Background: an optimization exercise with open tools, aiming at small area. Do not read the settings as production practice.
Only simulation tests tie the RTL to the original design; equivalence was not proved.
No driver is modelled on the clock port, so clocking that relies on it looks cheaper here than on a real chip.
Power figures rest on the tool's default switching activity, not on a simulated workload.

==> flow/design.v <==
module buttonControl (
  input  wire clock,
  input  wire reset,
  input  wire button_raw,
  output wire valid_vote,
  output wire pressed_level
);
  reg       sync_0;
  reg [8:0] debounce_cnt;
  reg       debounced;
  reg [3:0] hold_cnt;
  wire mismatch = sync_0 ^ debounced;
  localparam [8:0] INV = 9'b010101010;
  wire [8:0] lfsr   = debounce_cnt ^ INV;
  wire term     = (lfsr == 9'd67);
  wire clr      = reset | ~mismatch | term;
  wire [8:0] lfsr_next = {lfsr[7:0], ~(lfsr[8] ^ lfsr[4])};
  reg [3:0] hold_next;
  always @(*) begin
    case ({debounced, hold_cnt})
      5'd0 : hold_next = 4'd12;
      5'd1 : hold_next = 4'd12;
      5'd2 : hold_next = 4'd12;
      5'd3 : hold_next = 4'd12;
      5'd4 : hold_next = 4'd12;
      5'd5 : hold_next = 4'd12;
      5'd6 : hold_next = 4'd12;
      5'd7 : hold_next = 4'd12;
      5'd8 : hold_next = 4'd8;
      5'd9 : hold_next = 4'd12;
      5'd10: hold_next = 4'd12;
      5'd11: hold_next = 4'd12;
      5'd12: hold_next = 4'd8;
      5'd13: hold_next = 4'd12;
      5'd14: hold_next = 4'd8;
      5'd15: hold_next = 4'd12;
      5'd16: hold_next = 4'd1;
      5'd17: hold_next = 4'd3;
      5'd18: hold_next = 4'd5;
      5'd19: hold_next = 4'd6;
      5'd20: hold_next = 4'd9;
      5'd21: hold_next = 4'd11;
      5'd22: hold_next = 4'd13;
      5'd23: hold_next = 4'd15;
      5'd24: hold_next = 4'd0;
      5'd25: hold_next = 4'd2;
      5'd26: hold_next = 4'd4;
      5'd27: hold_next = 4'd7;
      5'd28: hold_next = 4'd8;
      5'd29: hold_next = 4'd10;
      5'd30: hold_next = 4'd8;
      5'd31: hold_next = 4'd15;
    endcase
    if (reset) hold_next = 4'd8;
  end
  always @(posedge clock) begin
    sync_0       <= ~reset & button_raw;
    debounce_cnt <= clr ? INV : lfsr_next ^ INV;
    debounced    <= ~reset & (debounced ^ (mismatch & term));
    hold_cnt     <= hold_next;
  end
  assign valid_vote    = (hold_cnt == 4'd7);
  assign pressed_level = (hold_cnt != 4'd8) & (hold_cnt != 4'd0);
endmodule
module voteLogger(
  input             clock,
  input             reset,
  input             mode,
  input             cand1_vote_valid,
  input             cand2_vote_valid,
  input             cand3_vote_valid,
  input             cand4_vote_valid,
  output reg [7:0]  cand1_vote_recvd,
  output reg [7:0]  cand2_vote_recvd,
  output reg [7:0]  cand3_vote_recvd,
  output reg [7:0]  cand4_vote_recvd
);
  wire en1 = ~mode & cand1_vote_valid;
  wire en2 = ~mode & ~cand1_vote_valid & cand2_vote_valid;
  wire en3 = ~mode & ~cand1_vote_valid & ~cand2_vote_valid & cand3_vote_valid;
  wire en4 = ~mode & ~cand1_vote_valid & ~cand2_vote_valid & ~cand3_vote_valid & cand4_vote_valid;
  function [7:0] inc(input [7:0] c, input en);
    reg t;
    integer i;
    begin
      t = en;
      for (i = 0; i < 8; i = i + 1) begin
        inc[i] = c[i] ^ t;
        t = t & c[i];
      end
    end
  endfunction
  always @(posedge clock) begin
    cand1_vote_recvd <= reset ? 8'd0 : inc(cand1_vote_recvd, en1);
    cand2_vote_recvd <= reset ? 8'd0 : inc(cand2_vote_recvd, en2);
    cand3_vote_recvd <= reset ? 8'd0 : inc(cand3_vote_recvd, en3);
    cand4_vote_recvd <= reset ? 8'd0 : inc(cand4_vote_recvd, en4);
  end
endmodule
module modeControl(
  input             clock,
  input             reset,
  input             mode,
  input             valid_vote_casted,
  input      [7:0]  candidate1_vote,
  input      [7:0]  candidate2_vote,
  input      [7:0]  candidate3_vote,
  input      [7:0]  candidate4_vote,
  input             candidate1_button_pressed_level,
  input             candidate2_button_pressed_level,
  input             candidate3_button_pressed_level,
  input             candidate4_button_pressed_level,
  output     [7:0]  leds
);
  reg [6:0] flash_r;
  localparam [6:0] INV = 7'b1010101;
  wire [6:0] flash = flash_r ^ INV;
  wire flash_on = |flash;
  wire fb = (flash[6] ^ flash[5]) & |flash[5:0];
  always @(posedge clock) begin
    if (reset)
      flash_r <= INV;
    else if (valid_vote_casted)
      flash_r <= 7'd72 ^ INV;
    else
      flash_r <= {flash[5:0], fb} ^ INV;
  end
  reg sel_on, sel_1, sel_2, sel_3, sel_4;
  wire p1 = candidate1_button_pressed_level;
  wire p2 = candidate2_button_pressed_level;
  wire p3 = candidate3_button_pressed_level;
  wire p4 = candidate4_button_pressed_level;
  always @(posedge clock) begin
    sel_on <= ~reset & ~mode & flash_on;
    sel_1  <= ~reset & mode & p1;
    sel_2  <= ~reset & mode & ~p1 & p2;
    sel_3  <= ~reset & mode & ~p1 & ~p2 & p3;
    sel_4  <= ~reset & mode & ~p1 & ~p2 & ~p3 & p4;
  end
  assign leds = {8{sel_on}}
              | ({8{sel_1}} & candidate1_vote)
              | ({8{sel_2}} & candidate2_vote)
              | ({8{sel_3}} & candidate3_vote)
              | ({8{sel_4}} & candidate4_vote);
endmodule
module results(
  input  wire [7:0] cand1,
  input  wire [7:0] cand2,
  input  wire [7:0] cand3,
  input  wire [7:0] cand4,
  output reg  [2:0] winner_id,
  output reg  [7:0] winner_votes,
  output reg        tie
);
  reg [3:0] alive;
  integer b;
  always @(*) begin
    alive = 4'b1111;
    for (b = 7; b >= 0; b = b - 1) begin
      winner_votes[b] = (alive[0] & cand1[b]) | (alive[1] & cand2[b]) |
                        (alive[2] & cand3[b]) | (alive[3] & cand4[b]);
      alive = alive & ({cand4[b], cand3[b], cand2[b], cand1[b]} | {4{~winner_votes[b]}});
    end
    tie = (alive[0] & (alive[1] | alive[2] | alive[3])) |
          (alive[1] & (alive[2] | alive[3])) |
          (alive[2] & alive[3]);
    winner_id = tie ? 3'd0 :
                alive[0] ? 3'd1 : alive[1] ? 3'd2 : alive[2] ? 3'd3 : 3'd4;
  end
endmodule
module votingMachine(
  input        clock,
  input        reset,
  input        mode,
  input        button1_raw,
  input        button2_raw,
  input        button3_raw,
  input        button4_raw,
  output [7:0] led,
  output [2:0] winner_id,
  output [7:0] winner_votes,
  output       tie,
  output [7:0] cand1_count,
  output [7:0] cand2_count,
  output [7:0] cand3_count,
  output [7:0] cand4_count
);
  wire valid_vote_1, valid_vote_2, valid_vote_3, valid_vote_4;
  wire pressed_1, pressed_2, pressed_3, pressed_4;
  wire [7:0] c1, c2, c3, c4;
  wire anyValidVote = valid_vote_1 | valid_vote_2 | valid_vote_3 | valid_vote_4;
  buttonControl bc1(clock, reset, button1_raw, valid_vote_1, pressed_1);
  buttonControl bc2(clock, reset, button2_raw, valid_vote_2, pressed_2);
  buttonControl bc3(clock, reset, button3_raw, valid_vote_3, pressed_3);
  buttonControl bc4(clock, reset, button4_raw, valid_vote_4, pressed_4);
  voteLogger VL(
    clock, reset, mode,
    valid_vote_1, valid_vote_2, valid_vote_3, valid_vote_4,
    c1, c2, c3, c4
  );
  modeControl MC(
    clock, reset, mode, anyValidVote,
    c1, c2, c3, c4,
    pressed_1, pressed_2, pressed_3, pressed_4,
    led
  );
  results RES(c1, c2, c3, c4, winner_id, winner_votes, tie);
  assign cand1_count = c1;
  assign cand2_count = c2;
  assign cand3_count = c3;
  assign cand4_count = c4;
endmodule
Settings: LEC_CHECK=0, ABC_AREA=1, CAP_MARGIN=20, CORE_MARGIN=2, CORE_UTILIZATION=60, SLEW_MARGIN=20; clock period 15.0 ns.
standard.sh (not shown) runs the stock make flow with config.mk's settings and CLKGATE_MAP_FILE= SYNTH_SCRIPT=/design/flow/synth_recipe.tcl, a recipe that flattens the netlist after the stock synthesis.
==> flow/flow/run.sh <==
#!/bin/bash
# Own layout flow: the standard ORFS flow (standard.sh) with
#  - no separate adder mapping, and an area-oriented ABC mapping script (area.abc) in place of ORFS's,
#    applied through a wrapper around the standard flow's unchanged synthesis script;
#  - the smallest buffer for the port buffers;
#  - clock tree synthesis with clkbuf_4 buffers and no dummy loads, after
#    which post_cts.tcl upsizes to clkbuf_8 the leaf buffers whose
#    flip-flop clock pins would otherwise see a slow slew.
# Each tool's output goes to a log in this folder.
set -uo pipefail
HERE=$(pwd)
cat > my_synth.tcl <<EOT
proc abc {args} {
  set i [lsearch -exact \$args -script]
  if {\$i >= 0} { lset args [expr {\$i+1}] $HERE/flow/area.abc }
  puts "abc wrapper: [join \$args]"
  yosys abc {*}\$args
}
source $HERE/synth_recipe.tcl
EOT
source flow/settings.sh
bash standard.sh SYNTH_SCRIPT=$HERE/my_synth.tcl "${EXTRA[@]}" finish > flow_make.log 2>&1
rc=$?
cp -r orfs/logs/sky130hd/votingMachine/base orfs_logs 2>/dev/null
exit $rc
==> flow/flow/area.abc <==
strash; &get -n; &dch -f; &nf -R 1000; &put
==> flow/flow/post_cts.tcl <==
# Upsize clock-tree leaf buffers whose flip-flop clock pins would see a slow
# slew: CTS builds the tree with clkbuf_4, which is enough for most leaves.
# Only buffers that drive flip-flop clock pins are looked at.
estimate_parasitics -placement
set changed 0
foreach inst [get_cells clkbuf_*] {
  if {[get_property $inst ref_name] ne "sky130_fd_sc_hd__clkbuf_4"} { continue }
  set net [get_nets -of_objects [get_pins -of_objects $inst -filter "direction==output"]]
  set mx 0
  foreach p [get_pins -of_objects $net -filter "direction==input"] {
    if {[get_property $p lib_pin_name] ne "CLK"} { continue }
    set s [get_property $p slew_max]
    if {$s > $mx} { set mx $s }
  }
  if {$mx > 0.110} {
    puts "upsizing [get_property $inst full_name]: slew $mx"
    replace_cell $inst [get_lib_cells */sky130_fd_sc_hd__clkbuf_8]
    incr changed
  }
}
if {$changed > 0} {
  detailed_placement
  estimate_parasitics -placement
}
==> flow/flow/settings.sh <==
EXTRA=(
  "ADDER_MAP_FILE="
  "BUFFER_PORTS_ARGS=-buffer_cell sky130_fd_sc_hd__buf_1"
  "CTS_ARGS=-sink_clustering_enable -repair_clock_nets -dont_use_dummy_load -buf_list sky130_fd_sc_hd__clkbuf_4"
  "POST_CTS_TCL=$HERE/flow/post_cts.tcl"
)
Change:
--- a/flow/design.v
+++ b/flow/design.v
@@ -9,11 +9,11 @@
   reg [8:0] debounce_cnt;
   reg       debounced;
   reg [3:0] hold_cnt;
   wire mismatch = sync_0 ^ debounced;
-  localparam [8:0] INV = 9'b010101010;
+  localparam [8:0] INV = 9'b101010101;
   wire [8:0] lfsr   = debounce_cnt ^ INV;
-  wire term     = (lfsr == 9'd67);
+  wire term     = (lfsr == 9'd148);
   wire clr      = reset | ~mismatch | term;
   wire [8:0] lfsr_next = {lfsr[7:0], ~(lfsr[8] ^ lfsr[4])};
   reg [3:0] hold_next;
   always @(*) begin
@@ -54,9 +54,9 @@
     if (reset) hold_next = 4'd8;
   end
   always @(posedge clock) begin
     sync_0       <= ~reset & button_raw;
-    debounce_cnt <= clr ? INV : lfsr_next ^ INV;
+    debounce_cnt <= clr ? (9'd170 ^ INV) : lfsr_next ^ INV;
     debounced    <= ~reset & (debounced ^ (mismatch & term));
     hold_cnt     <= hold_next;
   end
   assign valid_vote    = (hold_cnt == 4'd7);
What happened: The changed run ran to the end with no violations; routed wire length rose by 3.8%; setup slack gets worse by 0.34 ns; sequential power rose by about 2%; core utilization stays flat; non-clock buffer count stays the same; cell area fell by 0.60%; synthesized area fell by 0.98%; die area fell by 0.94%; via count fell by 0.66%; synthesized cell count fell by 1.6%; hold slack stays flat; sequential cell count stays the same; clock skew fell by 0.011 ns.

-- re-timing with driven ports --
Ports are ideal in the flow. The routed layouts listed here were re-timed in OpenROAD.
Step 1: set_driving_cell puts a clkbuf_16 on clock and a buf_2 on each other input, an assumption about the parent block.
Step 2, shift: input delay + t, output delay - t, t = (earliest + latest rising clock arrival at the registers) / 2. This alone moves slack from input paths to output paths.
Slacks: no drivers / after step 1 / after step 2; pairs: no drivers / after step 1.
run	t, ns	setup slack, ns	clock arrival spread, ns
the first run	0.431	4.629 / 4.601 / 5.032	0.030 / 0.030
the second run	0.451	4.290 / 4.260 / 4.711	0.018 / 0.018
After both steps every run listed still meets setup and hold.
